This is an optimization exercise on Yosys and OpenROAD, whose aim is small area and a short achievable clock period, not a production implementation.
The RTL was checked by simulation tests, not by an equivalence proof against the original design.
Power is estimated from default activity; no workload was simulated.

==> flow/design.v (excerpt) <==
module ARM(
    input             clk,
    input             rst,
    output [63:0]     imem_addr,
    input  [31:0]     imem_data,
    input             imem_ready,
    output [63:0]     dmem_addr,
    output [63:0]     dmem_wdata,
    output            dmem_we,
    output            dmem_re,
    input  [63:0]     dmem_rdata,
    output            wb_we,
    output [4:0]      wb_reg,
    output [63:0]     wb_data
);
Settings: LEC_CHECK=0, CAP_MARGIN=20, CORE_MARGIN=2, CORE_UTILIZATION=55, CTS_CLUSTER_DIAMETER=80, CTS_CLUSTER_SIZE=20, SETUP_SLACK_MARGIN=3.2, SLEW_MARGIN=20; clock period 6.0 ns.
run.sh (not shown) runs the stock make flow with config.mk's settings and CLKGATE_MAP_FILE= SYNTH_SCRIPT=/design/flow/synth_recipe.tcl, a recipe that flattens the netlist after the stock synthesis.
The first run produced a clean layout.
Then changed:
==> flow/flow/run.sh (new file) <==
#!/bin/bash
# The standard layout, except that the port buffers are plain buffers
# (sky130_fd_sc_hd__buf_2) rather than the delay-cell buffers buffer_ports
# picks on its own. make's full output goes to standard.log; ORFS keeps each
# step's log under orfs/logs.
set -euo pipefail
bash standard.sh 'BUFFER_PORTS_ARGS=-buffer_cell sky130_fd_sc_hd__buf_2' finish > standard.log 2>&1
==> flow/standard.sh (new file) <==
#!/bin/bash
# synth_recipe.tcl (not shown) runs the flow's synth.tcl, then flattens the netlist and writes it again
# the make line also repeats each setting of config.mk as NAME=value (left out here)
make -C /OpenROAD-flow-scripts/flow DESIGN_CONFIG=/design/flow/config.mk WORK_HOME=/design/flow/orfs CLKGATE_MAP_FILE= SYNTH_SCRIPT=/design/flow/synth_recipe.tcl "${@:-finish}"
removed: flow/run.sh
Now the flow completed and failed the layout checks on antenna rules.
Final area falls by 1.0%.
Final cell count falls by 0.35%.
Via count barely changes.
Then changed:
CORE_UTILIZATION = 40   (was 55)
SETUP_SLACK_MARGIN = 3.1   (was 3.2)
Outcome: Now the flow ran to the end with no violations. Fmax drops by about 2.3%. Sequential power stays flat. Via count drops by about 3.4%.

---

v6:
ARM, a different RTL version from the one above (not shown whole).
Size: ~7,600 cells after synthesis, roughly 360 I/O pins, roughly 110,000 um2 of cells after synthesis.
==> flow/design.v (excerpt) <==
module ARM(
    input             clk,
    input             rst,
    output [63:0]     imem_addr,
    input  [31:0]     imem_data,
    input             imem_ready,
    output [63:0]     dmem_addr,
    output [63:0]     dmem_wdata,
    output            dmem_we,
    output            dmem_re,
    input  [63:0]     dmem_rdata,
    output            wb_we,
    output [4:0]      wb_reg,
    output [63:0]     wb_data
);
==> flow/config.mk <==
export PLATFORM = sky130hd
export DESIGN_NAME = ARM
export DESIGN_NICKNAME = ARM
export VERILOG_FILES = /design/flow/design.v
export SDC_FILE = /design/flow/constraint.sdc
export NUM_CORES = 4
export LEC_CHECK = 0
export CAP_MARGIN = 20
export CORE_MARGIN = 2
export CORE_UTILIZATION = 40
export CTS_CLUSTER_DIAMETER = 80
export CTS_CLUSTER_SIZE = 20
export SETUP_SLACK_MARGIN = 2.5
export SLEW_MARGIN = 20
==> flow/constraint.sdc <==
create_clock -name core_clock -period 6.0 [get_ports {clk}]
set_input_delay 1.2000 -clock core_clock [delete_from_list [all_inputs] [get_ports {clk}]]
set_output_delay 1.2000 -clock core_clock [all_outputs]
set_load 0.01 [all_outputs]
standard.sh (not shown) runs the stock make flow with config.mk's settings and CLKGATE_MAP_FILE= SYNTH_SCRIPT=/design/flow/synth_recipe.tcl, a recipe that flattens the netlist after the stock synthesis.
==> flow/flow/run.sh <==
#!/bin/bash
# The standard layout, except that the port buffers are plain buffers
# (sky130_fd_sc_hd__buf_2) rather than the delay-cell buffers buffer_ports
# picks on its own. make's full output goes to standard.log; ORFS keeps each
# step's log under orfs/logs.
set -euo pipefail
bash standard.sh 'BUFFER_PORTS_ARGS=-buffer_cell sky130_fd_sc_hd__buf_2' finish > standard.log 2>&1
> inputs changed (v6 -> v7)
# v6
export LEC_CHECK = 0
export CAP_MARGIN = 20
export CORE_MARGIN = 2
export CORE_UTILIZATION = 40
export CTS_CLUSTER_DIAMETER = 80
export CTS_CLUSTER_SIZE = 20
export SETUP_SLACK_MARGIN = 2.5
export SLEW_MARGIN = 20
create_clock -name core_clock -period 6.0 [get_ports {clk}]
# v7
export LEC_CHECK = 0
export CAP_MARGIN = 20
export CORE_MARGIN = 2
export CORE_UTILIZATION = 40
export CTS_CLUSTER_DIAMETER = 90
export CTS_CLUSTER_SIZE = 25
export SETUP_SLACK_MARGIN = 2.5
export SLEW_MARGIN = 20
create_clock -name core_clock -period 6.0 [get_ports {clk}]
==> flow/run.sh (new file) <==
#!/bin/bash
# synth_recipe.tcl (not shown) runs the flow's synth.tcl, then flattens the netlist and writes it again
# the make line also repeats each setting of config.mk as NAME=value (left out here)
make -C /OpenROAD-flow-scripts/flow DESIGN_CONFIG=/design/flow/config.mk WORK_HOME=/design/flow/orfs CLKGATE_MAP_FILE= SYNTH_SCRIPT=/design/flow/synth_recipe.tcl finish
removed: flow/flow/run.sh
removed: flow/standard.sh
[summary]
The flow did not stop early for v7: all stages ran, and the layout cleared the timing, DRC and antenna checks.
Area taken by flip-flops and latches: v7 vs v6, no meaningful difference
Taking v6 as the reference point, the worst setup slack of v7 rises by 0.017 ns.
~same via count of the routed design in v7 and v6
Fraction of the cycle the final worst path needs was lower in v7 than in v6.
[diff] net switching component of the power, v7 relative to v6: improvement
Highest-delay cell along the critical path: or4_1 -> v7, or4_4 -> v6
Relative to v6, the number of antenna violations at the first check in global routing measured on v7 has decreased by more than a quarter.
Between v7 and v6, total power after layout is higher for v6, v7 comes in under that.
Relative to v6, the design area measured on v7 has increased slightly.
v7: tightest slew margin relative to the limit 0.93 points above v6
Where wire length after detailed routing is concerned, v6 is better than v7.
Final HPWL from detailed placement delta (v7 − v6): unfavourable

==> separate check: timing with driven ports <==
The results above use ideal ports. As a check the final layouts listed here were re-extracted and re-timed, cells and wires unchanged.
Step 1, drivers: a clkbuf_16 drives clk and a buf_2 each remaining input, both assumed.
Step 2, shift: input delay + t, output delay - t, t = (earliest + latest rising clock arrival at the registers) / 2. This alone moves slack from input paths to output paths.
Three values: no drivers, after step 1, after step 2; two values: the first two.
| run | t, ns | slack for setup (ns) | worst setup path after step 2 | pins driven straight from the clock port |
|---|---|---|---|---|
| the first run of note 1 | 0.975 | 2.783 / 2.783 / 2.345 | input to register | 1 |
| the second run of note 1 | 0.982 | 2.751 / 2.751 / 2.452 | input to register | 1 |
| the third run of note 1 | 0.982 | 2.675 / 2.675 / 2.229 | input to register | 1 |
| v6 | 0.968 | 1.791 / 1.791 / 1.791 | register to register | 1 |
| v7 | 0.960 | 1.809 / 1.809 / 1.809 | register to register | 1 |
The setup slack of the third run of note 1, which loses most, moves by 0.000 ns with the drivers and by -0.446 ns with both steps.
